This design comes from an exercise in tuning for small area on the open sky130 flow, not from production work. Function was checked by simulation only, so behaviour that the tests miss may differ from the original. Power figures rest on the tool's default switching activity, not on a simulated workload.

==> flow/design.v (excerpt) <==
module rs232_interface_top(CLOCK_50, RST, UART_TXD, UART_RXD, LEDG,LEDR, KEY, SW, HEX0, HEX1, HEX2, HEX3, HEX4, HEX5, HEX6, HEX7);
Size in the first run: about 1100 cells after synthesis, ~220 flip-flops, ~110 I/O pins, about 9900 µm² of cells after synthesis.
clock: 20.0 ns
lec_check: 0
abc_area: 1
cap_margin: 20
core_margin: 2
core_utilization: 70
place_density: 0.8
slew_margin: 20
standard.sh (not shown) runs the stock make flow with config.mk's settings and CLKGATE_MAP_FILE= SYNTH_SCRIPT=/design/flow/synth_recipe.tcl, a recipe that flattens the netlist after the stock synthesis.
==> flow/flow/run.sh <==
#!/bin/bash
# The standard layout (standard.sh, unchanged synthesis, floorplan, power grid and
# tap cells), with two placement/CTS choices passed as ORFS variables:
#  - port buffers are buf_1 cells (buffer_ports -buffer_cell), the smallest buffer;
#  - the clock tree uses clkbuf_4 cells, larger sink clusters and no dummy loads.
set -euo pipefail
export BUFFER_PORTS_ARGS="-buffer_cell sky130_fd_sc_hd__buf_1"
export CTS_ARGS="-sink_clustering_enable -repair_clock_nets -buf_list sky130_fd_sc_hd__clkbuf_4 -sink_clustering_size 12 -sink_clustering_max_diameter 40 -dont_use_dummy_load"
bash standard.sh > standard_flow.log 2>&1
Change:
--- a/flow/flow/run.sh
+++ b/flow/flow/run.sh
@@ -7,3 +7,3 @@
 export BUFFER_PORTS_ARGS="-buffer_cell sky130_fd_sc_hd__buf_1"
-export CTS_ARGS="-sink_clustering_enable -repair_clock_nets -buf_list sky130_fd_sc_hd__clkbuf_4 -sink_clustering_size 12 -sink_clustering_max_diameter 40 -dont_use_dummy_load"
+export CTS_ARGS="-sink_clustering_enable -repair_clock_nets -buf_list sky130_fd_sc_hd__clkbuf_4 -sink_clustering_size 10 -sink_clustering_max_diameter 30 -dont_use_dummy_load"
 bash standard.sh > standard_flow.log 2>&1
- ABC_AREA: 1 -> unset
Outcome:
- global-route usage grows by 0.23 points
- clock-buffer cell count grows by 9
- clock skew shrinks by 0.030 ns
Change:
==> flow/flow/run.sh (replaced) <==
#!/bin/bash
# The standard layout (standard.sh: the standard synthesis, floorplan, power
# grid, tap cells, placement, CTS and routing), with these choices:
#  - ABC maps the logic with an area-oriented script (flow/abc_area_deep.script)
#    instead of ORFS's abc_speed.script: ORFS's scripts folder is copied here
#    and only that file is replaced. Flip-flops are mapped before ABC runs, so
#    the registers (names and cells) are those of the standard synthesis;
#  - port buffers are buf_1 cells (buffer_ports -buffer_cell), the smallest
#    buffer; every port still gets one;
#  - the clock tree uses clkbuf_4 cells, sink clusters of up to 10 within
#    30 um, and no dummy loads.
set -euo pipefail
rm -rf scripts_mod
cp -r "$FLOW_HOME/scripts" scripts_mod
cp flow/abc_area_deep.script scripts_mod/abc_speed.script
export SCRIPTS_DIR="$PWD/scripts_mod"
export BUFFER_PORTS_ARGS="-buffer_cell sky130_fd_sc_hd__buf_1"
export CTS_ARGS="-sink_clustering_enable -repair_clock_nets -buf_list sky130_fd_sc_hd__clkbuf_4 -sink_clustering_size 10 -sink_clustering_max_diameter 30 -dont_use_dummy_load"
bash standard.sh > standard_flow.log 2>&1
==> flow/flow/abc_area_deep.script (new file) <==
strash
dc2
dc2
dch -f
amap
topo
What happened: Fmax is lower by about 8%; sequential power is higher by 5.3%; setup slack gets worse by 0.51 ns; synthesized area is lower by 7.2%; utilization is higher by 3.2 points; cell count is higher by about 2%; power is higher by 7.8%; first-iteration DRC count is higher by 5.8%; routed wire length is higher by about 1.7%; die area is lower by 7.0%; critical path depth is higher by 2.
Change:
==> flow/flow/run.sh (replaced) <==
#!/bin/bash
# The standard layout (standard.sh, unchanged synthesis, floorplan, power grid and
# tap cells), with two placement/CTS choices passed as ORFS variables:
#  - port buffers are buf_1 cells (buffer_ports -buffer_cell), the smallest buffer;
#  - the clock tree uses clkbuf_4 cells, larger sink clusters and no dummy loads.
set -euo pipefail
export BUFFER_PORTS_ARGS="-buffer_cell sky130_fd_sc_hd__buf_1"
export CTS_ARGS="-sink_clustering_enable -repair_clock_nets -buf_list sky130_fd_sc_hd__clkbuf_4 -sink_clustering_size 10 -sink_clustering_max_diameter 30 -dont_use_dummy_load"
bash standard.sh > standard_flow.log 2>&1
- CORE_UTILIZATION: 70 -> 85
- PLACE_DENSITY: 0.8 -> 0.9
removed: flow/flow/abc_area_deep.script
The changed run completed with no timing, DRC or antenna violations.
Wire length grows by about a fifth.
Clock skew shrinks by 0.016 ns.
Register-to-register slack improves by 0.21 ns.
Setup slack improves by 0.40 ns.
Final area grows by a few percent.
Power shrinks by a few percent.
Clock power shrinks by a few percent.
Sequential cell count is unchanged.
Clock-buffer cell count shrinks by 4.
Sequential power shrinks by a few percent.
Change:
--- a/flow/flow/run.sh
+++ b/flow/flow/run.sh
@@ -7,3 +7,3 @@
 export BUFFER_PORTS_ARGS="-buffer_cell sky130_fd_sc_hd__buf_1"
-export CTS_ARGS="-sink_clustering_enable -repair_clock_nets -buf_list sky130_fd_sc_hd__clkbuf_4 -sink_clustering_size 10 -sink_clustering_max_diameter 30 -dont_use_dummy_load"
+export CTS_ARGS="-sink_clustering_enable -repair_clock_nets -buf_list sky130_fd_sc_hd__clkbuf_2 -sink_clustering_size 6 -sink_clustering_max_diameter 20 -dont_use_dummy_load"
 bash standard.sh > standard_flow.log 2>&1
- CORE_UTILIZATION: 85 -> 70
- PLACE_DENSITY: 0.9 -> 0.8
Result: Register-to-register slack improves by 0.05 ns; global-route usage drops by 11 points; worst setup slack degrades by 0.0084 ns; sequential power stays flat; design area climbs by 1.0%; count of clock-buffer cells in the layout climbs by 30; core utilization drops by 16 points; critical path depth does not change.

Another version of the RTL of rs232_interface_top (not shown whole).
Size: about 890 cells after synthesis, about 110 I/O pins, ~8800 sq um of cells after synthesis.
==> flow/design.v (excerpt) <==
module rs232_interface_top(CLOCK_50, RST, UART_TXD, UART_RXD, LEDG,LEDR, KEY, SW, HEX0, HEX1, HEX2, HEX3, HEX4, HEX5, HEX6, HEX7);
clock: 20.0 ns
lec_check: 0
cap_margin: 20
core_margin: 2
core_utilization: 70
place_density: 0.8
slew_margin: 20
==> flow/flow/run.sh <==
#!/bin/bash
# The standard layout (standard.sh: the standard synthesis, floorplan, power
# grid, tap cells, placement, CTS and routing), with these choices:
#  - ABC maps the logic with an area-oriented script (flow/abc_area_deep.script)
#    instead of ORFS's abc_speed.script: ORFS's scripts folder is copied here
#    and only that file is replaced. Flip-flops are mapped before ABC runs, so
#    the registers (names and cells) are those of the standard synthesis;
#  - port buffers are buf_1 cells (buffer_ports -buffer_cell), the smallest
#    buffer; every port still gets one;
#  - the clock tree uses clkbuf_4 cells, sink clusters of up to 10 within
#    30 um, and no dummy loads.
set -euo pipefail
rm -rf scripts_mod
cp -r "$FLOW_HOME/scripts" scripts_mod
cp flow/abc_area_deep.script scripts_mod/abc_speed.script
export SCRIPTS_DIR="$PWD/scripts_mod"
export BUFFER_PORTS_ARGS="-buffer_cell sky130_fd_sc_hd__buf_1"
export CTS_ARGS="-sink_clustering_enable -repair_clock_nets -buf_list sky130_fd_sc_hd__clkbuf_4 -sink_clustering_buffer sky130_fd_sc_hd__clkbuf_8 -sink_clustering_size 20 -sink_clustering_max_diameter 60 -dont_use_dummy_load"
bash standard.sh > standard_flow.log 2>&1
==> flow/flow/abc_area_deep.script <==
strash
dc2
dch -f
amap
strash
dch -f
amap
topo
The starting point finished clean.
Rerun with:
--- a/flow/flow/run.sh
+++ b/flow/flow/run.sh
@@ -18 +18 @@
-export CTS_ARGS="-sink_clustering_enable -repair_clock_nets -buf_list sky130_fd_sc_hd__clkbuf_4 -sink_clustering_buffer sky130_fd_sc_hd__clkbuf_8 -sink_clustering_size 20 -sink_clustering_max_diameter 60 -dont_use_dummy_load"
+export CTS_ARGS="-sink_clustering_enable -repair_clock_nets -buf_list sky130_fd_sc_hd__clkbuf_4 -sink_clustering_size 10 -sink_clustering_max_diameter 40 -dont_use_dummy_load"
==> flow/flow/abc_area_deep.script (replaced) <==
strash
dc2
dc2
dch -f
amap
topo
Effect: Utilization rose by 0.48 points. Routed wire length is higher by 2.0%. Final area came out higher by 1.0%. Via count goes up by 0.46%. Global-route usage rises by 0.21 points. Flip-flop and latch count stays the same.
Rerun with:
--- a/flow/flow/run.sh
+++ b/flow/flow/run.sh
@@ -18 +18 @@
-export CTS_ARGS="-sink_clustering_enable -repair_clock_nets -buf_list sky130_fd_sc_hd__clkbuf_4 -sink_clustering_size 10 -sink_clustering_max_diameter 40 -dont_use_dummy_load"
+export CTS_ARGS="-sink_clustering_enable -repair_clock_nets -buf_list sky130_fd_sc_hd__clkbuf_4 -sink_clustering_buffer sky130_fd_sc_hd__clkbuf_8 -sink_clustering_size 18 -sink_clustering_max_diameter 45 -dont_use_dummy_load"
==> flow/flow/abc_area_deep.script (replaced) <==
strash
dc2
dch -f
amap
strash
dch -f
amap
topo
What happened: Via count is about the same. Clock-buffer cell count came out lower by 6. Synthesized cell count came out higher by 0.68%. First-iteration DRC count came out higher by 4.7%. Final cell count hardly moves. Area after synthesis came out lower by 0.68%. Setup slack got worse by 0.10 ns. Power came out lower by 5.6%.

rs232_interface_top again, from the RTL that the note above started with.
Settings: LEC_CHECK=0, CAP_MARGIN=20, CORE_MARGIN=2, CORE_UTILIZATION=70, PLACE_DENSITY=0.8, SLEW_MARGIN=20; clock period 20.0 ns.
==> flow/flow/run.sh <==
#!/bin/bash
# The standard layout (standard.sh: the standard synthesis, floorplan, power
# grid, tap cells, placement, CTS and routing), with these choices:
#  - ABC maps the logic with an area-oriented script (flow/abc_area_deep.script)
#    instead of ORFS's abc_speed.script: ORFS's scripts folder is copied here
#    and only that file is replaced. Flip-flops are mapped before ABC runs, so
#    the registers (names and cells) are those of the standard synthesis;
#  - port buffers are buf_1 cells (buffer_ports -buffer_cell), the smallest
#    buffer; every port still gets one;
#  - the clock tree uses clkbuf_4 cells, sink clusters of up to 10 within
#    30 um, and no dummy loads.
set -euo pipefail
rm -rf scripts_mod
cp -r "$FLOW_HOME/scripts" scripts_mod
cp flow/abc_area_deep.script scripts_mod/abc_speed.script
export SCRIPTS_DIR="$PWD/scripts_mod"
export BUFFER_PORTS_ARGS="-buffer_cell sky130_fd_sc_hd__buf_1"
export CTS_ARGS="-sink_clustering_enable -repair_clock_nets -buf_list sky130_fd_sc_hd__clkbuf_4 -sink_clustering_buffer sky130_fd_sc_hd__clkbuf_16 -sink_clustering_size 35 -sink_clustering_max_diameter 80 -dont_use_dummy_load"
bash standard.sh > standard_flow.log 2>&1
==> flow/flow/abc_area_deep.script <==
strash
dc2
dch -f
amap
strash
dch -f
amap
topo
The starting point went through all stages and came out clean.
Then changed:
--- a/flow/flow/run.sh
+++ b/flow/flow/run.sh
@@ -17,3 +17,3 @@
 export BUFFER_PORTS_ARGS="-buffer_cell sky130_fd_sc_hd__buf_1"
-export CTS_ARGS="-sink_clustering_enable -repair_clock_nets -buf_list sky130_fd_sc_hd__clkbuf_4 -sink_clustering_buffer sky130_fd_sc_hd__clkbuf_16 -sink_clustering_size 35 -sink_clustering_max_diameter 80 -dont_use_dummy_load"
+export CTS_ARGS="-sink_clustering_enable -repair_clock_nets -buf_list sky130_fd_sc_hd__clkbuf_4 -sink_clustering_buffer sky130_fd_sc_hd__clkbuf_8 -sink_clustering_size 16 -sink_clustering_max_diameter 50 -dont_use_dummy_load"
 bash standard.sh > standard_flow.log 2>&1
Clock power grows by about 3%. Synthesized cell count stays the same. Sequential power hardly moves. First-iteration DRC count rose by 2.1%. Utilization rises by 0.16 points. Worst setup slack gains 0.0097 ns.
Then changed:
==> flow/run.sh (new file) <==
#!/bin/bash
# synth_recipe.tcl (not shown) runs the flow's synth.tcl, then flattens the netlist and writes it again
# the make line also repeats each setting of config.mk as NAME=value (left out here)
make -C /OpenROAD-flow-scripts/flow DESIGN_CONFIG=/design/flow/config.mk WORK_HOME=/design/flow/orfs CLKGATE_MAP_FILE= SYNTH_SCRIPT=/design/flow/synth_recipe.tcl finish
Settings changed: CTS_BUF_LIST set to sky130_fd_sc_hd__clkbuf_4, CTS_CLUSTER_DIAMETER set to 40, CTS_CLUSTER_SIZE set to 10.
removed: flow/flow/run.sh
removed: flow/flow/abc_area_deep.script
removed: flow/standard.sh
What happened: Design area is higher by about 14%. Synthesized cell count is higher by 5.6%. Register-to-register slack is better by 0.33 ns. Sequential power is lower by about 2%. Critical path depth is lower by 5. First-iteration DRC count is higher by about 5%. Area after synthesis is higher by 8.0%. Hold slack is about the same. Cell count is higher by about 4%. Utilization is higher by 5.2 points.

==> separate check: timing with driven ports <==
Ports are ideal in the flow. The routed layouts listed here were re-timed in OpenROAD.
Step 1: set_driving_cell puts a clkbuf_16 on CLOCK_50 and a buf_2 on each other input, an assumption about the parent block.
Step 2, shift: input delay + t, output delay - t, t = (earliest + latest rising clock arrival at the registers) / 2. This alone moves slack from input paths to output paths.
Three values: ideal, step 1, step 2; two values: the first two.
run | shift t [ns] | setup WS [ns] | worst slew at a driven data input, ns | cell pins on the clock port's net
the first run of note 1 | 0.668 | 13.864 / 13.829 / 14.251 | 0.03 | 1
the second run of note 1 | 0.632 | 14.086 / 14.052 / 13.721 | 0.04 | 1
the third run of note 1 | 0.631 | 13.577 / 13.595 / 12.963 | 0.04 | 1
the fourth run of note 1 | 0.598 | 13.981 / 13.945 / 13.814 | 0.04 | 1
the fifth run of note 1 | 0.742 | 13.973 / 13.936 / 13.740 | 0.03 | 1
the first run of note 2 | 0.603 | 13.464 / 13.483 / 12.881 | 0.03 | 1
the second run of note 2 | 0.666 | 13.650 / 13.656 / 12.990 | 0.03 | 1
the third run of note 2 | 0.664 | 13.545 / 13.563 / 12.898 | 0.03 | 1
the first run of note 3 | 0.578 | 13.483 / 13.499 / 12.922 | 0.03 | 1
the second run of note 3 | 0.629 | 13.493 / 13.510 / 12.880 | 0.03 | 1
the third run of note 3 | 0.679 | 13.512 / 13.472 / 13.142 | 0.04 | 1
After both steps setup and hold are still met in every run listed. The setup slack of the second run of note 2, which loses most, moves by +0.006 ns with the drivers and by -0.660 ns with both steps.
